This design comes from an exercise in tuning for small area on the open sky130 flow, not from production work. The RTL was checked by simulation tests, not by an equivalence proof against the original design. No activity file was given, so power comes from the tool's default toggle rates.

<file path="flow/run.sh">
#!/bin/bash
# The standard layout (standard.sh) with changes that only affect how the
# combinational logic is mapped and how large the cells are:
#  - synthesis runs flow/synth.tcl: synth_recipe.tcl with an area-oriented ABC
#    script (flow/abc_area.script); registers are mapped as in the standard
#    synthesis;
#  - every input and output port still gets its own buffer, but a buf_1;
#  - after floorplan, combinational cells are swapped for the smallest cell
#    of the same function (flow/downsize.tcl); later repair steps fix slew/cap;
#  - CTS builds the clock tree from clkbuf_8 cells, without dummy loads.
# The full make output goes to standard.log in the work folder.
set -euo pipefail
here=$(pwd)
export FLOW_ABC_SCRIPT="$here/flow/abc_area.script"
export BUFFER_PORTS_ARGS="-buffer_cell sky130_fd_sc_hd__buf_1"
export POST_FLOORPLAN_TCL="$here/flow/downsize.tcl"
export CTS_ARGS="-sink_clustering_enable -repair_clock_nets -dont_use_dummy_load -buf_list sky130_fd_sc_hd__clkbuf_8"
bash standard.sh finish SYNTH_SCRIPT="$here/flow/synth.tcl" > standard.log 2>&1
</file>
<file path="flow/abc_area.script">
strash
dch -f
amap
mfs -a
strash
dch -f
amap
topo
dnsize -c
</file>
<file path="flow/downsize.tcl">
# Swap every combinational cell for the smallest-area cell of the same
# function family (same name up to the drive-strength suffix). Timing has
# tens of ns of slack; later repair_design fixes any slew/cap issue.
set n 0
set saved 0.0
foreach inst [get_cells *] {
  set m [get_property $inst ref_name]
  if {![regexp {^(sky130_fd_sc_hd__[a-z0-9]+)_(\d+)$} $m -> base sz]} { continue }
  if {[regexp {__(df|edf|sdf|dl|conb|tap|fill|decap|clkbuf|clkdly|dlygate)} $base]} { continue }
  set best $m
  set barea [get_property [get_lib_cells */$m] area]
  foreach cand [get_lib_cells */${base}_*] {
    set cn [get_property $cand name]
    if {![regexp "^${base}_\\d+\$" $cn]} { continue }
    if {[get_property $cand dont_use]} { continue }
    set a [get_property $cand area]
    if {$a < $barea} { set best $cn; set barea $a }
  }
  if {$best ne $m} {
    set saved [expr {$saved + [get_property [get_lib_cells */$m] area] - $barea}]
    replace_cell $inst $best
    incr n
  }
}
puts "downsize: replaced $n cells, saved $saved um2"
</file>
<file path="flow/synth.tcl">
# The standard flow's synthesis script (synth_recipe.tcl) with one change: Yosys's abc
# call for the combinational logic runs flow/abc_area.script (area-oriented
# mapping with amap and don't-care optimisation) instead of ORFS's script.
# Flip-flops are mapped before abc, so registers, their names and cell types
# are those of the standard synthesis.
proc synth {args} { yosys synth -nofsm -noshare {*}$args }
proc abc {args} {
  set i [lsearch $args -script]
  if {$i >= 0} { lset args [expr {$i + 1}] $::env(FLOW_ABC_SCRIPT) }
  yosys abc {*}$args
}
source $::env(SCRIPTS_DIR)/synth.tcl
# left out here: clear keep_hierarchy, flatten, clean up, hide names made inside functions, write 1_2_yosys.v
</file>
<file path="standard.sh">
#!/bin/bash
# synth_recipe.tcl (not shown) runs the flow's synth.tcl, then flattens the netlist and writes it again
# the make line also repeats each setting of config.mk as NAME=value (left out here)
make -C /OpenROAD-flow-scripts/flow DESIGN_CONFIG=/design/flow/config.mk WORK_HOME=/design/flow/orfs CLKGATE_MAP_FILE= SYNTH_SCRIPT=/design/flow/synth_recipe.tcl "${@:-finish}"
</file>
<file path="config.mk">
export PLATFORM = sky130hd
export DESIGN_NAME = SYS_CORE
export DESIGN_NICKNAME = SYS_CORE
export VERILOG_FILES = /design/flow/design.v
export SDC_FILE = /design/flow/constraint.sdc
export NUM_CORES = 4
export LEC_CHECK = 0
export ABC_AREA = 1
export CAP_MARGIN = 20
export CORE_MARGIN = 2
export CORE_UTILIZATION = 40
export SLEW_MARGIN = 20
</file>
<file path="constraint.sdc">
create_clock -name core_clock -period 30.0 [get_ports {i_clk}]
set_input_delay 6.0000 -clock core_clock [delete_from_list [all_inputs] [get_ports {i_clk}]]
set_output_delay 6.0000 -clock core_clock [all_outputs]
set_load 0.01 [all_outputs]
</file>
<file path="design.v">
module SYS_CTRL (
    input  wire       CLK,
    input  wire       RST,
    input  wire [7:0] RX_P_Data,
    input  wire       RX_D_VLD,
    input  wire       FIFO_FULL,
    input  wire [7:0] ALU_LO,
    input  wire [7:0] ALU_HI,
    output reg  [3:0] Addr,        
    input  wire [1:0] Ph,          
    output wire [3:0] WrEn,        
    output wire       LoadH,       
    output wire       Ins,         
    output wire       LoadL,       
    output wire       Fmt,
    output wire       Clear,
    output wire       Step,
    output wire [2:0] Cnt,
    output wire [7:0] TX_P_Data,
    output wire       TX_D_VLD,
    output wire       Init);       
  localparam S_INIT = 5'b01111,    
             S_IDLE = 5'b00000,
             S_WA   = 5'b00001,    
             S_WD   = 5'b00010,    
             S_RA   = 5'b00011,    
             S_RO   = 5'b00100,    
             S_RS   = 5'b01010,    
             S_WP   = 5'b01011,    
             S_CA   = 5'b00101,    
             S_CB   = 5'b00110,    
             S_CF   = 5'b00111,    
             S_O1   = 5'b01000,    
             S_O2   = 5'b01001;    
  reg [4:0] st, nx;
  always @(*) begin
    nx = st;
    case (st)
      S_IDLE, S_INIT: begin       
              nx = S_IDLE;
              if (RX_D_VLD)
                case (RX_P_Data)
                  8'hAA: nx = S_WA;
                  8'hBB: nx = S_RA;
                  8'hCC: nx = S_CA;
                  8'hDD: nx = S_CF;
                  default: nx = S_IDLE;
                endcase
            end
      S_WA:   if (RX_D_VLD) nx = S_WD;
      S_WD:   if (RX_D_VLD) nx = LoadH ? S_WP : S_IDLE;
      S_WP:   if (slot_wr) nx = S_IDLE;
      S_RA:   if (RX_D_VLD) nx = S_RO;
      S_RO:   if (LoadL) nx = S_RS;
      S_RS:   if (!FIFO_FULL) nx = S_IDLE;
      S_CA:   if (RX_D_VLD) nx = S_CB;
      S_CB:   if (RX_D_VLD) nx = S_CF;
      S_CF:   if (RX_D_VLD) nx = 5'b11000;
      S_O1:   if (!FIFO_FULL) nx = S_O2;
      S_O2:   if (!FIFO_FULL) nx = S_IDLE;
      default:
        if (st[4:3] == 2'b11) nx = (st[2:0] == 3'd7) ? S_O1 : {2'b11, st[2] ^ (st[1] & st[0]), st[1] ^ st[0], ~st[0]};
        else nx = S_IDLE;
    endcase
  end
  always @(posedge CLK or negedge RST)
    if (!RST) st <= S_INIT;
    else      st <= nx;
  wire take_addr = RX_D_VLD & ((st == S_WA) | (st == S_RA) | (st == S_CF));
  always @(posedge CLK)
    if (take_addr) Addr <= RX_P_Data[3:0];
  wire [1:0] jr = Addr[1:0] + Ph;
  wire slot_rd = (jr == 2'd0);
  wire slot_wr = (jr == 2'd3);
  wire wd = RX_D_VLD & (st == S_WD) & ~Addr[3];
  assign WrEn[0] = (wd & (Addr[2:0] == 3'd0)) | (RX_D_VLD & (st == S_CA));
  assign WrEn[1] = (wd & (Addr[2:0] == 3'd1)) | (RX_D_VLD & (st == S_CB));
  assign WrEn[2] =  wd & (Addr[2:0] == 3'd2);
  assign WrEn[3] =  wd & (Addr[2:0] == 3'd3);
  assign LoadH = wd & Addr[2];
  assign Ins   = (st == S_WP) & slot_wr;
  assign LoadL = (st == S_RO) & (Addr[3] | ~Addr[2] | slot_rd);
  assign Fmt   = (st == S_O1);
  assign Clear = (st == S_CF) | (st == S_INIT);    
  assign Init  = (st == S_INIT);
  assign Step  = (st[4:3] == 2'b11);
  assign Cnt   = st[2:0];
  assign TX_D_VLD  = ~FIFO_FULL & ((st == S_RS) | (st == S_O1) | (st == S_O2));
  assign TX_P_Data = (st == S_O2) ? ALU_HI : ALU_LO;
endmodule
module ALU (
    input  wire       CLK,
    input  wire       Clear,      
    input  wire       LoadH,      
    input  wire       LoadL,      
    input  wire [7:0] DH,
    input  wire [7:0] DL,
    input  wire       Fmt,        
    input  wire       Step,       
    input  wire [2:0] Cnt,        
    input  wire [3:0] FUN,
    input  wire [7:0] A,
    input  wire [7:0] B,
    output reg  [7:0] LO,         
    output reg  [7:0] HI,         
    output wire [7:0] HQ);        
  reg [7:0] H, L;
  wire add   = (FUN == 4'd0);
  wire mul   = (FUN == 4'd2);
  wire div   = (FUN == 4'd3);
  wire subt  = (FUN == 4'd1) | (FUN[3:2] == 2'b10);
  wire lgc   = (FUN[3:2] == 2'b01);
  wire shift = (FUN[3:2] == 2'b11);
  wire shl   = shift & FUN[0];
  wire shr   = shift & ~FUN[0];
  wire right = ~(div | shr);
  wire first = (Cnt == 3'd0);
  wire [2:0] idx = right ? Cnt : ~Cnt;
  wire       b   = B[idx];
  wire       a   = (shift & FUN[1]) ? b : A[idx];
  wire       useB = mul ? a : (add | subt) ? first : div;
  wire [7:0] Yl   = ((B ^ {8{div}}) & {8{useB}}) | {6'd0, shl & a, 1'b0};
  wire [8:0] X    = right ? {1'b0, H} : {H, a};
  wire       f    = FUN[1] ^ (FUN[0] ? (a | b) : (a & b));
  wire       cin  = div | (add & a) | (subt & ~a) | (lgc & f);
  wire [8:0] Y = {div, Yl};
  wire [9:0] c;
  wire [8:0] s;
  assign c[0] = cin;
  genvar i;
  generate for (i = 0; i < 9; i = i + 1) begin : g_add
    assign s[i]   = X[i] ^ Y[i] ^ c[i];
    assign c[i+1] = (X[i] & Y[i]) | (c[i] & (X[i] ^ Y[i]));
  end endgenerate
  always @(posedge CLK)
    if (Clear)
      H <= 8'h00;
    else if (LoadH)
      H <= DH;
    else if (Step)
      H <= right ? s[8:1] : ((div & s[8]) ? X[7:0] : s[7:0]);
  always @(posedge CLK)
    if (LoadL)
      L <= DL;
    else if (Step)
      L <= right ? {s[0] ^ subt, L[7:1]} : {L[6:0], div ? ~s[8] : H[0]};
  assign HQ = H;
  wire bz = (B == 8'd0);
  wire eq = (L == 8'd0);
  wire lt = H[0];
  always @(*) begin
    if (!Fmt) LO = L;
    else case (FUN)
      4'd3:    LO = bz ? 8'h00 : L;
      4'd8:    LO = 8'h00;
      4'd9:    LO = {7'd0, eq};
      4'd10:   LO = {6'd0, ~lt & ~eq, 1'b0};
      4'd11:   LO = {6'd0, lt, lt};
      default: LO = L;
    endcase
    case (FUN)
      4'd0, 4'd2, 4'd13, 4'd15: HI = H;
      4'd1:        HI = {8{lt}};
      4'd6, 4'd7:  HI = 8'hFF;
      default:     HI = 8'h00;
    endcase
  end
endmodule
module RegFile (
    input  wire       CLK,
    input  wire       RST,
    input  wire       Init,       
    input  wire [3:0] WrEn,       
    input  wire [7:0] WrData,
    input  wire       Ins,        
    input  wire [7:0] InsData,
    input  wire [3:0] Address,    
    output wire [7:0] REG0,
    output wire [7:0] REG1,
    output wire [7:0] REG2,
    output wire [7:0] REG3,
    output wire [1:0] Ph,         
    output wire [7:0] RdData);    
  reg [7:0] r0, r1, r2, r3, p0, p1, p2, p3;
  reg [1:0] ph;
  reg       fill;                 
  wire [7:0] wd = WrData & {8{~Init}};
  always @(posedge CLK or negedge RST)
    if (!RST) begin
      r2 <= 8'h81;
      r3 <= 8'h20;
      ph <= 2'd3;
      fill <= 1'b1;
    end else begin
      if (WrEn[2]) r2 <= WrData;
      if (WrEn[3]) r3 <= WrData;
      ph <= ph + 2'd1;
      if (ph == 2'd3 && !Init) fill <= 1'b0;
    end
  always @(posedge CLK) begin
    if (WrEn[0] | Init) r0 <= wd;
    if (WrEn[1] | Init) r1 <= wd;
    p0 <= (Ins | fill) ? InsData : p3;
    p1 <= p0;
    p2 <= p1;
    p3 <= p2;
  end
  reg [7:0] rd;
  always @(*)
    case (Address)
      4'd0: rd = r0;
      4'd1: rd = r1;
      4'd2: rd = r2;
      4'd3: rd = r3;
      4'd4, 4'd5, 4'd6, 4'd7: rd = p0;
      default: rd = 8'h00;
    endcase
  assign REG0 = r0;
  assign REG1 = r1;
  assign REG2 = r2;
  assign REG3 = r3;
  assign Ph = ph;
  assign RdData = rd;
endmodule
module SYS_CORE (
    input  wire       i_clk,
    input  wire       i_rst_n,
    input  wire [7:0] i_rx_data,
    input  wire       i_rx_valid,
    input  wire       i_fifo_full,
    output wire [7:0] o_tx_data,
    output wire       o_tx_valid,
    output wire [7:0] o_uart_cfg,
    output wire [7:0] o_div_ratio,
    output wire [5:0] o_rx_div);
  wire [3:0] addr, wren;
  wire [7:0] rd, reg0, reg1, lo, hi, hbuf;
  wire [1:0] ph;
  wire       clear, step, init, loadh, ins, loadl, fmt;
  wire [2:0] cnt;
  SYS_CTRL U0_SYS_CTRL (
    .CLK(i_clk), .RST(i_rst_n), .RX_P_Data(i_rx_data), .RX_D_VLD(i_rx_valid),
    .FIFO_FULL(i_fifo_full), .ALU_LO(lo), .ALU_HI(hi), .Ph(ph),
    .Addr(addr), .WrEn(wren), .LoadH(loadh), .Ins(ins), .LoadL(loadl), .Fmt(fmt),
    .Clear(clear), .Step(step), .Cnt(cnt),
    .TX_P_Data(o_tx_data), .TX_D_VLD(o_tx_valid), .Init(init));
  ALU U0_ALU (
    .CLK(i_clk), .Clear(clear), .LoadH(loadh), .LoadL(loadl),
    .DH(i_rx_data), .DL(rd), .Fmt(fmt), .Step(step), .Cnt(cnt), .FUN(addr),
    .A(reg0), .B(reg1), .LO(lo), .HI(hi), .HQ(hbuf));
  RegFile U0_RegFile (
    .CLK(i_clk), .RST(i_rst_n), .Init(init), .WrEn(wren), .WrData(i_rx_data),
    .Ins(ins), .InsData(hbuf), .Address(addr),
    .REG0(reg0), .REG1(reg1), .REG2(o_uart_cfg), .REG3(o_div_ratio), .Ph(ph), .RdData(rd));
  wire [5:0] pre = o_uart_cfg[7:2];
  assign o_rx_div = (pre == 6'd8) ? 6'd4 : (pre == 6'd16) ? 6'd2 : 6'd1;
endmodule
</file>
==> flow_summary.toml, run 1 <==
[outcome]
status = "no timing/DRC/antenna violations"

[sta]
fmax_mhz = 81.1
fin_crit_ns = 12.32
rsz0062_at_grt = "false"
skew_ns = 0.0279
slew_violations = 0
fin_crit_sh = 0.411
maxSlewHeadroom = 0.251
hold_viol = 0
setup_viol = 0
tns_ns = 0
tightest_slew_ns = 1.12
hold_ws_ns = 0.317

[yosys]
ys.flop_type = "dfxtp_1"
synth_compound_area_frac = 0.248
synth_top_family_by_area = "compound AO/OA/AOI/OAI gates"
ys_seq_area_frac = 0.499
syn_inst = 487
synthMuxAreaShare = 0
synth_edf_count = 28
synthAdderAreaFrac = 0.0548
syn_avg_cell_area_um2 = 9.28
synth_area_um2 = 4520
synth_cell_type_count = 46
synthSimpleGateAreaFrac = 0.139
synth_xor_area_frac = 0
ys_async_sr_fraction = 0.261
yosys_warnings = 3
synth_seq_cells = 92

[final_layout]
drive_gt1_frac = 0.0463
fillers = 1097
synthToLayoutAreaGrowth_pct = 10.5
fin_nets = 569
regArea_um2 = 2250
multi_input_comb_area_um2 = 2010
num_antenna_cells = 0
layout_commonest_cell = "nor2_1"
mostFrequentLayoutCells = "nor2_1, clkinv_1, o22ai_1"

[pwr]
leakage_nw = 1.70
finalPower_w = 0.000357
powerDensity_nw_per_um2 = 71.5
irDropWorstVdd_mv = 0.0377

[worst_hold_path]
hold_path.class = "register to register"
min-delay-start = "U0_RegFile.p1[0]"

[route]
drc = 0
ant_nets = 0
wl_um = 14100
drt-vias-per-instance = 6.09
vias = 4138
wl_per_cell_um = 20.8
first_pass_iters = 7
drtIter0Drc = 473

[global_routing]
grt_max_degree = 29
grtUsageTotal = 0.241
grt_use_met3 = 0.0664
grt_pass1_wl_um = 21200
grt_overflow_total = 0
antenna_found_initial = 0
grt_busiest_layer = "met2"
use_met1 = 0.349
met2_usage = 0.351
grt_pass1_vias = 3731

[die]
fp.dieH_um = 110
start_util = 0.413
std_cell_rows = 38
die_w_um = 110
core-area_um2 = 10900
ios = 43
dieArea_um2 = 12200

[setup_path]
critPathBufInv = 2
critical_path_class = "primary input to primary output"
worstPathMaxFanout = 2
worstSetupStartpoint = "i_fifo_full"
cpPeakStageDelay_ns = 0.15
crit_chain = "buf_1 > nor2_1 > buf_1"
critical_path.most_common_cell = "buf_1"
cp.required_ns = 24.00
r2r-start = "U0_SYS_CTRL.Addr[0]"
arrival_ns = 6.32
cp_top_family = "buffers and inverters"
critPathLaunchType = "primary input"
crit_slowest_cell = "buf_1"
worst_setup_path_end_kind = "primary output"

[clock_network]
hold_buffers = 0
ctsResizeCount = 0
cts_setup_buffers = 0
numCtsBuffers = 9
root_buffer = "clkbuf_8"
h-tree-depth = 3
cts_sinks = 92
path_clk_slew_ns = 0.09
clk_path_buf_depth = 2
clk_latency_ns = 0.39
cts_tree = "yes"

[placed_design]
gp_congestion = 0.949
dp_hpwl_um = 10300
place.port_buffers = 39

[job]
cap_violations = 0
area by class of cell:
cell class,count,share of cell area
clock buffers,9,0.0248
inverters,64,0.0481
multi-input cells,330,0.402
flip-flops and latches,92,0.451
well taps,140,0.0351
repair buffers,45,0.0383
synth_stat cells, types with 2 or more instances:
library cell  count  area (um^2)
a2111oi_0        10         87.6
a211oi_1          8         60.1
a21oi_1          32          160
a221oi_1          6         52.6
a222oi_1          6         60.1
a22o_1            4         35.0
a22oi_1          12         90.1
a31oi_1           3         18.8
a32oi_1           5         43.8
a41oi_1           2         17.5
buf_4             3         22.5
clkinv_1         64          240
dfrtp_1          14          350
dfstp_2          10          263
dfxtp_1          40          801
edfxtp_1         28          841
fa_1              8          160
ha_1              7         87.6
nand2_1          20         75.1
nand3_1           3         15.0
nand4_1           2         12.5
nor2_1          100          375
nor3_1           10         50.1
nor4_1            6         37.5
o21ai_0          10         50.1
o221a_1           2         22.5
o221ai_1          4         35.0
o22ai_1          44          275
o31ai_1           3         22.5
or2_0             3         18.8
or3_1             3         18.8
logic make-up (layout without fill, tap and decap cells):
family / Yosys count / count (layout)
AO/OA/AOI/OAI: 161 / 161
adder cells (fa/ha/maj): 15 / 15
buffers and inverters: 67 / 118
flip-flops: 92 / 92
other: 1 / 3
AND/OR/NAND/NOR: 151 / 151
sequential cells by signal (all words and copies together), names as in the netlist:
name,cells
U0_ALU.H,8
U0_ALU.L,8
U0_RegFile.fill,1
U0_RegFile.p0,8
U0_RegFile.p1,8
U0_RegFile.p2,8
U0_RegFile.p3,8
U0_RegFile.ph,2
U0_RegFile.r0,8
U0_RegFile.r1,8
U0_RegFile.r2,8
U0_RegFile.r3,8
U0_SYS_CTRL.Addr,4
U0_SYS_CTRL.st,5
routing by layer:
metal  share of wire  vias up
met1            0.47     1998
met5               0        -
met2            0.43      198
met3           0.084       24
li1                -     1918
met4           0.018        0
worst paths after layout:
kind / end / slack (ns) / cells past startpoint
min in group asynchronous: U0_RegFile.r3[4] / 5.61 / 2
worst min register to register: U0_RegFile.p2[0] / 0.32 / 0
worst max-delay path: o_tx_valid / 17.68 / 3
max in group asynchronous: U0_RegFile.r2[0] / 24.07 / 2
worst min-delay path: U0_RegFile.p2[0] / 0.32 / 0
worst max register to register: U0_ALU.H[6] / 19.01 / 34
report_power, final:
group / switching [W] / leakage (nW) / internal, W
Sequential: 0.0000153 / 0.851 / 0.000148
Combinational: 0.0000820 / 0.788 / 0.0000453
Clock: 0.0000400 / 0.0647 / 0.0000269
Total: 0.000137 / 1.70 / 0.000220
metrics by stage:
step / instances / cell area (um^2) / util / worst slack, ns
detailed placement: 671 / 4870 / 0.445 / 17.67
floorplan: 489 / 4530 / - / 17.83
CTS: 680 / 4990 / 0.457 / 17.67
global route: 680 / 4990 / 0.457 / 17.65
global placement: 671 / 4870 / 0.445 / 17.67
finish: 680 / 4990 / 0.457 / 17.68
==> run 2, diff against run 1 <==
==> flow/abc_area.script (replaced) <==
strash
dch -f
amap
mfs2
strash
dch -f
amap
topo
dnsize -c
==> run 2 against run 1 <==
Net effect: synthesized area fell by 0.58%; sequential share of layout area increased by 0.31 points; cell area decreased by 0.68%; non-clock buffer count shrank 1; critical path depth unchanged; sequential power increased by 13%; via count down 2.1%; sequential cell count stayed put; total power grew 18%; clock power shrank 2%; still clean on timing, DRC and antenna.
==> flow_summary.toml, run 2 <==
[placed_design]
place.port_buffers = 39
gp_congestion = 0.929
dp_hpwl_um = 10000
dp_cells = 662

[die]
std_cell_rows = 38
die_w_um = 110
dieArea_um2 = 12100
fp.dieH_um = 110
ios = 43
core-area_um2 = 10900
start_util = 0.413

[route]
first_pass_iters = 7
wl_met1_um = 6030
ant_nets = 0
wl_um = 13400
wl_per_cell_um = 19.9
dr_wl_met3_um = 1260
drtIter0Drc = 368
maxUsedRoutingLayer = "met4"
dr_wl_met2_um = 5670
drc = 0
vias = 4053
drt-vias-per-instance = 6.03

[global_routing]
grt_pass1_wl_um = 20600
grt_max_degree = 29
antenna_found_initial = 0
grtUsageTotal = 0.233
grt_overflow_total = 0
grt_pass1_vias = 3734

[clock_network]
cts_setup_buffers = 0
ctsResizeCount = 0
numCtsBuffers = 9
clk_latency_ns = 0.38
root_buffer = "clkbuf_8"
path_clk_slew_ns = 0.08
cts_tree = "yes"
hold_buffers = 0
cts_sinks = 92
clk_path_buf_depth = 2
h-tree-depth = 3

[setup_path]
cp.required_ns = 24.00
critPathLaunchType = "primary input"
worst_setup_path_end_kind = "primary output"
critical_path.most_common_cell = "buf_1"
arrival_ns = 6.34
worstPathMaxFanout = 2
crit_chain = "buf_1 > nor2b_1 > buf_1"
crit_slowest_cell = "buf_1"
critical_path_class = "primary input to primary output"
cpPeakStageDelay_ns = 0.15
rr_worst_depth = 33

[sta]
hold_viol = 0
slew_violations = 0
tightest_slew_ns = 1.04
setup_viol = 0
maxSlewHeadroom = 0.305
hold_ws_ns = 0.331
tns_ns = 0
rsz0062_at_grt = "false"
fin_crit_ns = 12.34
skew_ns = 0.0253
fin_crit_sh = 0.411
fmax_mhz = 81.0

[final_layout]
utilization = 0.456
num_antenna_cells = 0
synthToLayoutAreaGrowth_pct = 10.4
fin_nets = 561
mostFrequentLayoutCells = "nor2_1, clkinv_1, o22ai_1"
drive_gt1_frac = 0.0451
fillers = 1056
layout.cells.non_filler = 672
layout_commonest_cell = "nor2_1"

[worst_hold_path]
hold_path.class = "register to register"
hold_depth = 0

[yosys]
synth_seq_cells = 92
yosys_warnings = 3
yosysTopAreaCell = "edfxtp_1"
syn_inst = 480
ys.flop_type = "dfxtp_1"
synth_top_cells_by_count = "nor2_1, clkinv_1, o22ai_1"
synth_cell_type_count = 41
yosysTopAreaCellShare = 0.187
synth_area_leaders = "edfxtp_1, dfxtp_1, dfrtp_1, nor2_1, o22ai_1"
ys_seq_area_frac = 0.502
synth.most_common_cell = "nor2_1"
synth_edf_count = 28
ys_async_sr_fraction = 0.261
synth_area_um2 = 4490
syn_avg_cell_area_um2 = 9.36

[pwr]
powerDensity_nw_per_um2 = 84.7
leakage_nw = 1.73
irDropWorstVdd_mv = 0.0365

[job]
cap_violations = 0

[outcome]
status = "no timing/DRC/antenna violations"
-- run 2: critical path: cells and delay by family --
kind	cells	cell delay (ns)
buffers and inverters	2	0.23
AND/OR/NAND/NOR	1	0.11
-- run 2: cells by family (layout without fill, tap and decap cells) --
logic type	Yosys count	after routing	share of synthesized area
AOI/OAI and AO/OA	167	167	0.254
and+or+nand+nor	138	138	0.130
DFF	92	92	0.502
buffers and inverters	67	117	0.0585
adders and majority gates	15	15	0.0551
other	1	3	0.000835
-- run 2: final cells by class --
cell class / count / area (um^2) / share of cell area
clock buffers: 9 / 124 / 0.0250
flip-flops and latches: 92 / 2250 / 0.454
well taps: 140 / 175 / 0.0353
inverters: 64 / 240 / 0.0484
repair buffers: 44 / 184 / 0.0371
multi-input cells: 323 / 1980 / 0.400
-- run 2: per-stage QoR --
step / total power (W) / setup WS [ns] / cell area [um^2]
finish: 0.000420 / 17.66 / 4960
global route: 0.000449 / 17.62 / 4960
CTS: 0.000420 / 17.65 / 4950
detailed placement: 0.000354 / 17.66 / 4830
global placement: 0.000352 / 17.66 / 4830
floorplan: 0.000302 / 17.82 / 4500
-- run 2: layer usage --
layer	global-route usage	vias up
met2	0.332	215
met1	0.336	1907
li1	-	1892
met5	0	-
met3	0.0611	39
met4	0.0922	0
-- run 2: final timing paths --
kind	end	startpoint	slack, ns
min	U0_RegFile.p2[4]	U0_RegFile.p1[4]	0.33
max in group asynchronous	U0_RegFile.r2[0]	i_rst_n	24.06
min in group asynchronous	U0_SYS_CTRL.st[4]	i_rst_n	5.62
max	o_tx_valid	i_fifo_full	17.66
max reg2reg	U0_ALU.H[1]	U0_SYS_CTRL.Addr[0]	19.58
min reg2reg	U0_RegFile.p2[4]	U0_RegFile.p1[4]	0.33
-- run 2: power by group --
| part | leakage [nW] | internal [W] | switching [W] |
|---|---|---|---|
| logic | 0.816 | 0.0000633 | 0.000108 |
| clock network | 0.0647 | 0.0000269 | 0.0000389 |
| registers | 0.852 | 0.000161 | 0.0000228 |
| total | 1.73 | 0.000251 | 0.000169 |

==> re-timing with driven ports <==
The results above use ideal ports. As a check the final layouts listed here were re-extracted and re-timed, cells and wires unchanged.
Step 1 sets driving cells, clkbuf_16 on the clock port and buf_2 on the other inputs (assumed; they add their load-dependent delay and slew).
Step 2 also shifts input and output timing later by t, the mid clock arrival at the registers, as if the neighbouring blocks saw the same clock.
a / b / c = ideal ports / drivers / drivers and shift; a / b = the first two.
run	shift t [ns]	setup slack, ns	worst setup path after step 2
run 1	0.413	17.677 / 17.657 / 17.657	input to output
run 2	0.398	17.656 / 17.637 / 17.637	input to output
After both steps every run listed still meets setup and hold. The setup slack of run 1, which loses most, moves by -0.020 ns with the drivers and by -0.020 ns with both steps.
